From an optimization exercise on the open Yosys and OpenROAD flow, aimed at small area and a short achievable clock period; shortcuts taken in it are not production practice.
Function was checked by simulation only, so behaviour that the tests miss may differ from the original.
Power is estimated from default activity; no workload was simulated.

$ cat flow/run.sh
#!/bin/bash
# synth_recipe.tcl (not shown) runs the flow's synth.tcl, then flattens the netlist and writes it again
# the make line also repeats each setting of config.mk as NAME=value (left out here)
make -C /OpenROAD-flow-scripts/flow DESIGN_CONFIG=/design/flow/config.mk WORK_HOME=/design/flow/orfs CLKGATE_MAP_FILE= SYNTH_SCRIPT=/design/flow/synth_recipe.tcl finish
$ cat flow/config.mk
export PLATFORM = sky130hd
export DESIGN_NAME = ecliptic_top
export DESIGN_NICKNAME = ecliptic_top
export VERILOG_FILES = /design/flow/design.v
export SDC_FILE = /design/flow/constraint.sdc
export NUM_CORES = 4
export LEC_CHECK = 0
export CAP_MARGIN = 20
export CORE_MARGIN = 2
export CORE_UTILIZATION = 40
export SETUP_SLACK_MARGIN = 0.2
export SLEW_MARGIN = 20
$ cat flow/constraint.sdc
create_clock -name core_clock -period 7.5 [get_ports {clk}]
set_input_delay 1.5000 -clock core_clock [delete_from_list [all_inputs] [get_ports {clk}]]
set_output_delay 1.5000 -clock core_clock [all_outputs]
set_load 0.01 [all_outputs]
$ cat flow/design.v
`default_nettype none
module ecliptic_bitoperation
  (
   input wire          clk,
   input wire [31:0]   src1,
   input wire [31:0]   src2,
   input wire [1:0]    op,
   input wire          req,
   output logic [31:0] res,
   output logic        ack,
   input wire          nrst
   );
  logic [31:0]         sgnj_res, sgnjn_res, sgnjx_res;
  always_comb begin: bit_operation
    sgnj_res = {src2[$high(src2)], src1[$high(src1)-1:0]};
    sgnjn_res = {~src2[$high(src2)], src1[$high(src1)-1:0]};
    sgnjx_res = {src1[$high(src1)] ^ src2[$high(src2)], src1[$high(src1)-1:0]};
  end
  always_ff @(posedge clk) begin
    if (~nrst) begin
      res <= '0;
      ack <= '0;
    end else begin
      if (req) begin
        case (op)
          2'b00: res <= sgnj_res;
          2'b01: res <= sgnjn_res;
          2'b10: res <= sgnjx_res;
          default: res <= src1;
        endcase
        ack <= 'b1;
      end else begin
        res <= '0;
        ack <= '0;
      end
    end
  end
endmodule
`default_nettype wire
`default_nettype none
module ecliptic_classification
  (
   input wire         clk,
   input wire [31:0]  src,
   input wire         req,
   output logic [9:0] res,
   output logic       ack,
   input wire         nrst
   );
  logic               infinite, zero, subnormal, normal;
  logic               ninf, nnml, nsnml, nzero;
  logic               pzero, psnml, pnml, pinf;
  logic               snan, qnan;
  always_comb begin: fp_classification
    qnan = (&src[30:23]) & src[22];
    snan = (&src[30:23]) & ~src[22] & (|src[21:0]);
    infinite = (&src[30:23]) & ~(|src[22:0]);
    zero = ~(|src[30:0]);
    subnormal = ~(|src[30:23]) & (|src[22:0]);
    normal = (~zero & ~subnormal & ~infinite & ~qnan & ~snan);
    ninf  =  src[31] & infinite;
    pinf  = ~src[31] & infinite;
    nzero =  src[31] & zero;
    pzero = ~src[31] & zero;
    nsnml =  src[31] & subnormal;
    psnml = ~src[31] & subnormal;
    nnml  =  src[31] & normal;
    pnml  = ~src[31] & normal;
  end
  always_ff @(posedge clk) begin
    if (~nrst) begin
      ack <= '0;
      res <= '0;
    end else begin
      if (req) begin
        ack <= 'b1;
        res <= {qnan, snan, pinf, pnml, psnml, pzero, nzero, nsnml, nnml, ninf};
      end else begin
        ack <= '0;
        res <= '0;
      end
    end
  end
endmodule
`default_nettype wire
`default_nettype none
module ecliptic_comparison
  (
   input wire          clk,
   input wire [31:0]   src1,
   input wire [31:0]   src2,
   input wire          req,
   input wire [2:0]    op,
   output logic [31:0] res,
   output logic        invalid,
   output logic        ack,
   input wire          nrst
   );
  logic                nan_src1, nan_src2;
  logic                snan_src1, snan_src2;
  logic [31:0]         min_n, max_n;
  logic                lt_n, eq_n, le_n;
  always_comb begin: fp_comparison_min_max
    nan_src1 = (&src1[30:23]) & (|src1[22:0]);
    nan_src2 = (&src2[30:23]) & (|src2[22:0]);
    snan_src1 = (&src1[30:23]) & ~src1[22] & (|src1[21:0]);
    snan_src2 = (&src2[30:23]) & ~src2[22] & (|src2[21:0]);
    if (nan_src1 & nan_src2) begin
      min_n = 32'h7fc00000;
      max_n = 32'h7fc00000;
      lt_n = '0;
    end else if (nan_src1) begin
      min_n = src2;
      max_n = src2;
      lt_n = '0;
    end else if (nan_src2) begin
      min_n = src1;
      max_n = src1;
      lt_n = '0;
    end else begin
      case ({src1[$high(src1)], src2[$high(src2)]})
        2'b00, 2'b11: begin
          if (src1[30:23] == src2[30:23]) begin
            if (src1[22:0] < src2[22:0]) begin
              min_n = (src1[31]) ? src2 : src1;
              max_n = (src1[31]) ? src1 : src2;
              lt_n = (src1[31]) ? 'b0 : 'b1;
            end else begin
              min_n = (src1[31]) ? src1 : src2;
              max_n = (src1[31]) ? src2 : src1;
              lt_n = (src1[31]) ? 'b1 : 'b0;
            end
          end else begin
            if (src1[30:23] < src2[30:23]) begin
              min_n = (src1[31]) ? src2 : src1;
              max_n = (src1[31]) ? src1 : src2;
              lt_n = (src1[31]) ? 'b0 : 'b1;
            end else begin
              min_n = (src1[31]) ? src1 : src2;
              max_n = (src1[31]) ? src2 : src1;
              lt_n = (src1[31]) ? 'b1 : 'b0;
            end
          end
        end
        2'b01: begin
          min_n = src2;
          max_n = src1;
          lt_n = 'b0;
        end
        2'b10: begin
          min_n = src1;
          max_n = src2;
          lt_n = 'b1;
        end
      endcase
    end
    if (nan_src1 | nan_src2) begin
      eq_n = '0;
    end else begin
      if (~(|src1[30:0]) & ~(|src2[30:0])) begin: corner_case_zero
        eq_n = 'b1;
      end else if (~|(src1 ^ src2)) begin
        eq_n = 'b1;
      end else begin
        eq_n = 'b0;
      end
    end
    lt_n = lt_n & ~eq_n;
    le_n = lt_n;
  end
  always_ff @(posedge clk) begin
    if (~nrst) begin
      res <= '0;
      ack <= '0;
      invalid <= '0;
    end else begin
      if (req) begin
        case (op)
          3'b000: res <= {31'd0, le_n | eq_n};
          3'b001: res <= {31'd0, lt_n};
          3'b010: res <= {31'd0, eq_n};
          3'b100: res <= min_n;
          3'b101: res <= max_n;
          default: res <= '0;
        endcase
        ack <= 'b1;
        if (op == 3'b000 || op == 3'b001) begin
          invalid <= nan_src1 | nan_src2;
        end else if (op == 3'b010) begin
          invalid <= snan_src1 | snan_src2;
        end else if (op == 3'b100 || op == 3'b101) begin
          invalid <= snan_src1 | snan_src2;
        end else begin
          invalid <= '0;
        end
      end else begin
        res <= '0;
        ack <= '0;
        invalid <= '0;
      end
    end
  end
endmodule
`default_nettype wire
`default_nettype none
module ecliptic_converter_to_word
  (
   input wire          clk,
   input wire          req,
   input wire [31:0]   src,
   input wire [1:0]    rm,
   input wire          res_unsigned,
   output logic        ack,
   output logic [31:0] res,
   output logic        invalid,
   output logic        inexact,
   input wire          nrst
   );
  logic                signflag;
  logic [7:0]          exponent;
  logic [23:0]         mantissa;
  logic                NaN;
  logic [32:0]         int_part;
  logic                guard, sticky;
  logic                big;
  logic [7:0]          lshift, rshift;
  logic [49:0]         shifted;
  logic                round_up;
  logic [32:0]         magnitude;
  logic                OoR;  
  logic [31:0]         res_n;
  logic                invalid_n, inexact_n;
  always_comb begin
    signflag = src[31];
    exponent = src[30:23];
    mantissa = {(|exponent), src[22:0]};
    NaN = (&exponent) & (|src[22:0]);
    big = '0;
    int_part = '0;
    guard = '0;
    sticky = '0;
    lshift = exponent - 8'd150;
    rshift = 8'd150 - exponent;
    shifted = '0;
    if (exponent >= 8'd150) begin
      if (lshift > 8'd8) begin
        big = 'b1;
      end else begin
        int_part = {9'd0, mantissa} << lshift;
      end
    end else if (rshift >= 8'd26) begin
      sticky = |mantissa;
    end else begin
      shifted = {mantissa, 26'd0} >> rshift;
      int_part = {9'd0, shifted[49:26]};
      guard = shifted[25];
      sticky = |shifted[24:0];
    end
    case (rm)
      2'b00: round_up = guard & (sticky | int_part[0]);
      2'b01: round_up = 'b0;
      2'b10: round_up = signflag & (guard | sticky);
      default: round_up = ~signflag & (guard | sticky);
    endcase
    magnitude = int_part + {32'd0, round_up};
    if (big) begin
      OoR = 'b1;
    end else if (res_unsigned) begin
      OoR = (signflag) ? (|magnitude) : magnitude[32];
    end else begin
      OoR = (signflag) ? (magnitude > 33'h080000000) : (magnitude > 33'h07fffffff);
    end
    invalid_n = NaN | OoR;
    inexact_n = ~invalid_n & (guard | sticky);
    if (invalid_n) begin
      if (res_unsigned) begin
        res_n = (signflag & ~NaN) ? 32'h00000000 : 32'hffffffff;
      end else begin
        res_n = (signflag & ~NaN) ? 32'h80000000 : 32'h7fffffff;
      end
    end else if (signflag) begin
      res_n = -magnitude[31:0];
    end else begin
      res_n = magnitude[31:0];
    end
  end
  always_ff @(posedge clk) begin
    if (~nrst) begin
      ack <= '0;
      res <= '0;
      invalid <= '0;
      inexact <= '0;
    end else begin
      if (req) begin
        ack <= 'b1;
        res <= res_n;
        invalid <= invalid_n;
        inexact <= inexact_n;
      end else begin
        ack <= '0;
        res <= '0;
        invalid <= '0;
        inexact <= '0;
      end
    end
  end
endmodule
module ecliptic_converter_to_float
  (
   input wire          clk,
   input wire          req,
   input wire [31:0]   src,
   input wire [1:0]    rm,
   input wire          src_unsigned,
   output logic        ack,
   output logic [31:0] res,
   output logic        inexact,
   input wire          nrst
   );
  logic                signflag;
  logic [7:0]          exponent;
  logic [4:0]          msb;
  logic [22:0]         mantissa;
  logic [31:0]         src_abs;
  logic [31:0]         normalized;
  logic                guard, sticky, round_up;
  logic [24:0]         rounded;
  logic [31:0]         res_n;
  always_comb begin
    signflag = (src_unsigned) ? 'b0 : src[31];
    if (signflag) begin
      src_abs = -src;
    end else begin
      src_abs = src;
    end
    msb = '0;
    for (int i = 0; i < 32; i++) begin
      if (src_abs[i]) begin
        msb = i[4:0];
      end
    end
    normalized = src_abs << (5'd31 - msb);
    guard = normalized[7];
    sticky = |normalized[6:0];
    case (rm)
      2'b00: round_up = guard & (sticky | normalized[8]);
      2'b01: round_up = 'b0;
      2'b10: round_up = signflag & (guard | sticky);
      default: round_up = ~signflag & (guard | sticky);
    endcase
    rounded = {1'b0, normalized[31:8]} + {24'd0, round_up};
    if (rounded[24]) begin
      exponent = {3'd0, msb} + 8'd128;
      mantissa = rounded[23:1];
    end else begin
      exponent = {3'd0, msb} + 8'd127;
      mantissa = rounded[22:0];
    end
    if (src_abs == 32'd0) begin
      res_n = '0;
    end else begin
      res_n = {signflag, exponent, mantissa};
    end
  end
  always_ff @(posedge clk) begin
    if (~nrst) begin
      ack <= '0;
      res <= '0;
      inexact <= '0;
    end else begin
      if (req) begin
        ack <= 'b1;
        res <= res_n;
        inexact <= guard | sticky;
      end else begin
        ack <= '0;
        res <= '0;
        inexact <= '0;
      end
    end
  end
endmodule
`default_nettype wire
`default_nettype none
module ecliptic_top
  (
   input wire          clk,
   input wire          nrst,
   input wire [31:0]   src1,
   input wire [31:0]   src2,
   input wire          bop_req,
   input wire [1:0]    bop_op,
   output logic [31:0] bop_res,
   output logic        bop_ack,
   input wire          cls_req,
   output logic [9:0]  cls_res,
   output logic        cls_ack,
   input wire          cmp_req,
   input wire [2:0]    cmp_op,
   output logic [31:0] cmp_res,
   output logic        cmp_invalid,
   output logic        cmp_ack,
   input wire          cvtw_req,
   input wire [1:0]    cvtw_rm,
   input wire          cvtw_unsigned,
   output logic [31:0] cvtw_res,
   output logic        cvtw_invalid,
   output logic        cvtw_inexact,
   output logic        cvtw_ack,
   input wire          cvts_req,
   input wire [1:0]    cvts_rm,
   input wire          cvts_unsigned,
   output logic [31:0] cvts_res,
   output logic        cvts_inexact,
   output logic        cvts_ack
   );
  ecliptic_bitoperation BOP
    (
     .clk(clk),
     .req(bop_req),
     .src1(src1),
     .src2(src2),
     .op(bop_op),
     .ack(bop_ack),
     .res(bop_res),
     .nrst(nrst)
     );
  ecliptic_classification CLS
    (
     .clk(clk),
     .req(cls_req),
     .src(src1),
     .ack(cls_ack),
     .res(cls_res),
     .nrst(nrst)
     );
  ecliptic_comparison CMP
    (
     .clk(clk),
     .req(cmp_req),
     .src1(src1),
     .src2(src2),
     .op(cmp_op),
     .ack(cmp_ack),
     .res(cmp_res),
     .invalid(cmp_invalid),
     .nrst(nrst)
     );
  ecliptic_converter_to_word CVTW
    (
     .clk(clk),
     .req(cvtw_req),
     .src(src1),
     .rm(cvtw_rm),
     .res_unsigned(cvtw_unsigned),
     .ack(cvtw_ack),
     .res(cvtw_res),
     .invalid(cvtw_invalid),
     .inexact(cvtw_inexact),
     .nrst(nrst)
     );
  ecliptic_converter_to_float CVTS
    (
     .clk(clk),
     .req(cvts_req),
     .src(src1),
     .rm(cvts_rm),
     .src_unsigned(cvts_unsigned),
     .ack(cvts_ack),
     .res(cvts_res),
     .inexact(cvts_inexact),
     .nrst(nrst)
     );
endmodule
`default_nettype wire
==> flow_summary.yaml <==
synth:
  async_reset_ff_share_pct: 0
  synth_edf_count: 0
  synth.top_cell.area_share_pct: 14.91
  ys.flop_type: "dfxtp_1"
  syn-num-nets: 2833
  synthCells: 2700
  ys_seq_area_share_pct: 14.91
  postSynthAreaPerCell_um2: 7.312
  yosysTopAreaCell: "dfxtp_1"
  yosys_warnings: 5
  synthTopCellsByArea: "dfxtp_1 (15%), a21oi_1 (5.9%), a22oi_1 (4.8%)"
  ys_types: 123
  ys_seq_elements: 147
  synth_area_um2: 19740
worst_setup_path:
  critPathKind: "in -> reg"
  cp-end-kind: "flip-flop"
  cp_max_fo: 31
  cp-start-kind: "input pin"
  cp.required_ns: 7.93
  cp.arrival_ns: 7.62
grt:
  overflow: 0
  grt_max_degree: 103
  grt_pass1_vias: 24160
  grt_pass1_wl_mm: 148.7
  antenna_found_initial: 1
  track_usage_pct: 38.12
clock_network:
  clock_path_buffers: 2
  cts_made_buffers: 17
  cts_tree: "done"
  clock-sinks: 147
  htreeDepth: 4
  cts.clk_slew.worst_paths_ns: 0.07
  clockRootBuffer: "clkbuf_16"
flow_run:
  cap_violations: 0
final_layout:
  drive_gt1_share_pct: 27.45
  fill_cells: 4728
  final_area_um2: 27320
  final_common_cell: "buf_4"
  area_growth_pct: 38.37
  fin_nets: 3384
  layout_common_cells: "buf_4 (532), nand2_1 (242), a21oi_1 (229)"
sta:
  rsz0062_at_grt: "false"
  fin_hold_ws_ns: 1.575
  fin_crit_sh_pct: 95.89
  finalHoldViolCount: 0
  fin_crit_ns: 7.192
  tightest_slew_ns: 1.108
  report.final.setup_viol: 0
  drv_slew: 0
  max_slew_margin_pct: 26.00
  max_freq_ghz: 0.1391
drt:
  drc: 0
  drt_first_pass_iters: 8
  routed_wirelength_mm: 99.70
  vias_per_cell: 6.475
  drtIter0Drc: 2929
  wl_per_cell_um: 25.37
  route.vias.total: 25440
  ant_nets: 0
placed_design:
  gp_congestion: 1.007
  dp_hpwl_mm: 77.82
  place_area_um2: 25990
  portBuffers: 228
die:
  boundaryPins: 229
  rows: 81
  initial_core_util_pct: 40.42
  fp.dieW_um: 226.2
  core-area_um2: 48850
  die-area_um2: 51150
  die_y_um: 226.2
pwr:
  ir_worst_vdd_v: 0.0001300
  cellPowerDensity_nw_per_um2: 139.2
  power_mw: 3.804
  p_leak_nw: 10.53
status:
  status: "timing/DRC/antenna clean"
hold_path:
  hold_class: "in -> reg"
==> cells by family (layout without fill, tap and decap cells) <==
| group | count (synthesis) | after routing | synth area share, % |
|---|---|---|---|
| adder cells (fa/ha/maj) | 51 | 51 | 3.232 |
| AND/OR/NAND/NOR | 909 | 909 | 23.96 |
| AO/OA/AOI/OAI | 1012 | 1012 | 36.00 |
| XOR/XNOR | 117 | 117 | 5.324 |
| flip-flops | 147 | 147 | 14.91 |
| multiplexers | 142 | 142 | 9.582 |
| other | 0 | 1 | 0 |
| buffers and inverters | 322 | 886 | 6.997 |
==> worst max-delay path: stages <==
cell,delay [ns]
clkdlybuf4s50_1,0.44
buf_4,0.16
buf_4,0.19
mux2_2,0.29
mux4_2,0.52
and3_4,0.21
or3_1,0.38
nor4_4,0.33
a31oi_1,0.12
o211ai_1,0.32
buf_4,0.18
nand2b_1,0.05
a21oi_1,0.12
nor2_1,0.07
ha_2,0.17
ha_2,0.19
inv_1,0.08
nor2_2,0.05
a22o_1,0.26
and3_4,0.22
or4_4,0.45
a311oi_4,0.25
o22ai_2,0.17
a2111oi_4,0.20
o22a_2,0.25
o31ai_4,0.08
buf_12,0.18
a21oi_1,0.14
==> report_power, final <==
group          total [mW]  internal, mW  switching [mW]
registers           0.837         0.824          0.0131
clock network       0.911         0.475           0.436
logic                2.06         0.871            1.18
total                3.80          2.17            1.63
==> final cells by class <==
| cell class | count | area, um2 | share of cell area, % |
|---|---|---|---|
| tap | 664 | 830.8 | 3.041 |
| timing repair buffer | 782 | 6608 | 24.19 |
| inverter | 72 | 287.8 | 1.053 |
| sequential | 147 | 2943 | 10.77 |
| clock buffer | 19 | 442.9 | 1.621 |
| clock inverter | 13 | 138.9 | 0.5084 |
| antenna | 1 | 2.502 | 0.009160 |
| multi-input combinational | 2231 | 16070 | 58.81 |
==> state kept, by name, summed over array words and instances, names as in the netlist <==
register and cells:
CVTS.ack 1, CMP.invalid 1, CVTW.invalid 1, CVTS.inexact 1, BOP.res 32, CLS.ack 1, CVTW.ack 1, BOP.ack 1
CMP.ack 1, CVTS.res 32, CMP.res 32, CVTW.inexact 1, CVTW.res 32, CLS.res 10
==> cells in the mapped netlist (all sizes together), types with 10 or more instances <==
master / count
a32oi: 10
mux4: 32
xnor2: 80
a221oi: 20
a22o: 10
o31ai: 21
nor3b: 15
o221ai: 16
a2111oi: 12
o21ai: 178
ha: 51
or3: 24
mux2: 56
or4: 15
nor2b: 18
nor3: 83
a21o: 25
nand3: 88
a31oi: 46
nand4: 48
o2111ai: 21
inv: 68
dfxtp: 147
nand2b: 25
a2bb2oi: 24
o21a: 19
mux2i: 54
buf: 107
o22ai: 41
nor4: 48
and3: 31
nand2: 248
clkbuf: 143
a21oi: 265
o211ai: 36
nor4b: 11
nor2: 192
o311ai: 13
a211oi: 41
and2: 19
or2: 19
a22oi: 128
xor2: 37
==> what timing repair did <==
item	4_1_cts	5_1_grt
gates cloned	0	2
setup buffers	3	14
pin swaps	3	37
hold buffers	0	0
gates resized for setup	2	129
endpoints found under the setup margin	35	65
==> per-stage QoR <==
step	instances	setup TNS, ns	util, %	setup slack [ns]
2_1_floorplan	2700	0	-	0.2036
3_3_place_gp	3877	-21.09	53.19	-0.4239
3_5_place_dp	3877	-23.77	53.21	-0.4981
4_1_cts	3912	0	54.48	0.2160
5_1_grt	3929	0	55.92	0.1488
6_report	3929	0	55.92	0.3085
==> routing by layer <==
| metal | wire length (um) | track usage [%] |
|---|---|---|
| met2 | 44830 | 61.22 |
| met3 | 8401 | 7.819 |
| met1 | 41380 | 48.54 |
| met4 | 5086 | 18.46 |
| met5 | 0 | 0 |
==> worst paths after layout <==
kind | depth (start not counted) | startpoint | slack (ns) | endpoint
max | 28 | src1[18] | 0.31 | CVTW.res[0]
min | 4 | src1[24] | 1.58 | BOP.res[24]

==> re-timing with driven ports <==
The results above use ideal ports. As a check the final layout listed here was re-extracted and re-timed, cells and wires unchanged. Step 1: set_driving_cell puts a clkbuf_16 on clk and a buf_2 on each other input, an assumption about the parent block. Step 2 adds t to the input delays and takes it off the output delays; t is the mean of the earliest and latest rising clock arrival at the registers after step 1. Input paths then give back, and output paths get back, about the clock's delay inside the block. a / b / c = no drivers / after step 1 / after step 2; a / b = the first two.
t, ns: 0.568
setup WS [ns]: 0.308 / 0.347 / -0.221
worst setup path at the end: input to register
worst register clock-pin slew, ns: 0.10 / 0.10
pins driven straight from the clock port: 1
With both steps, setup timing fails in this run, where it was met with ideal ports. The setup slack of this run moves by +0.039 ns with the drivers and by -0.529 ns with both steps.
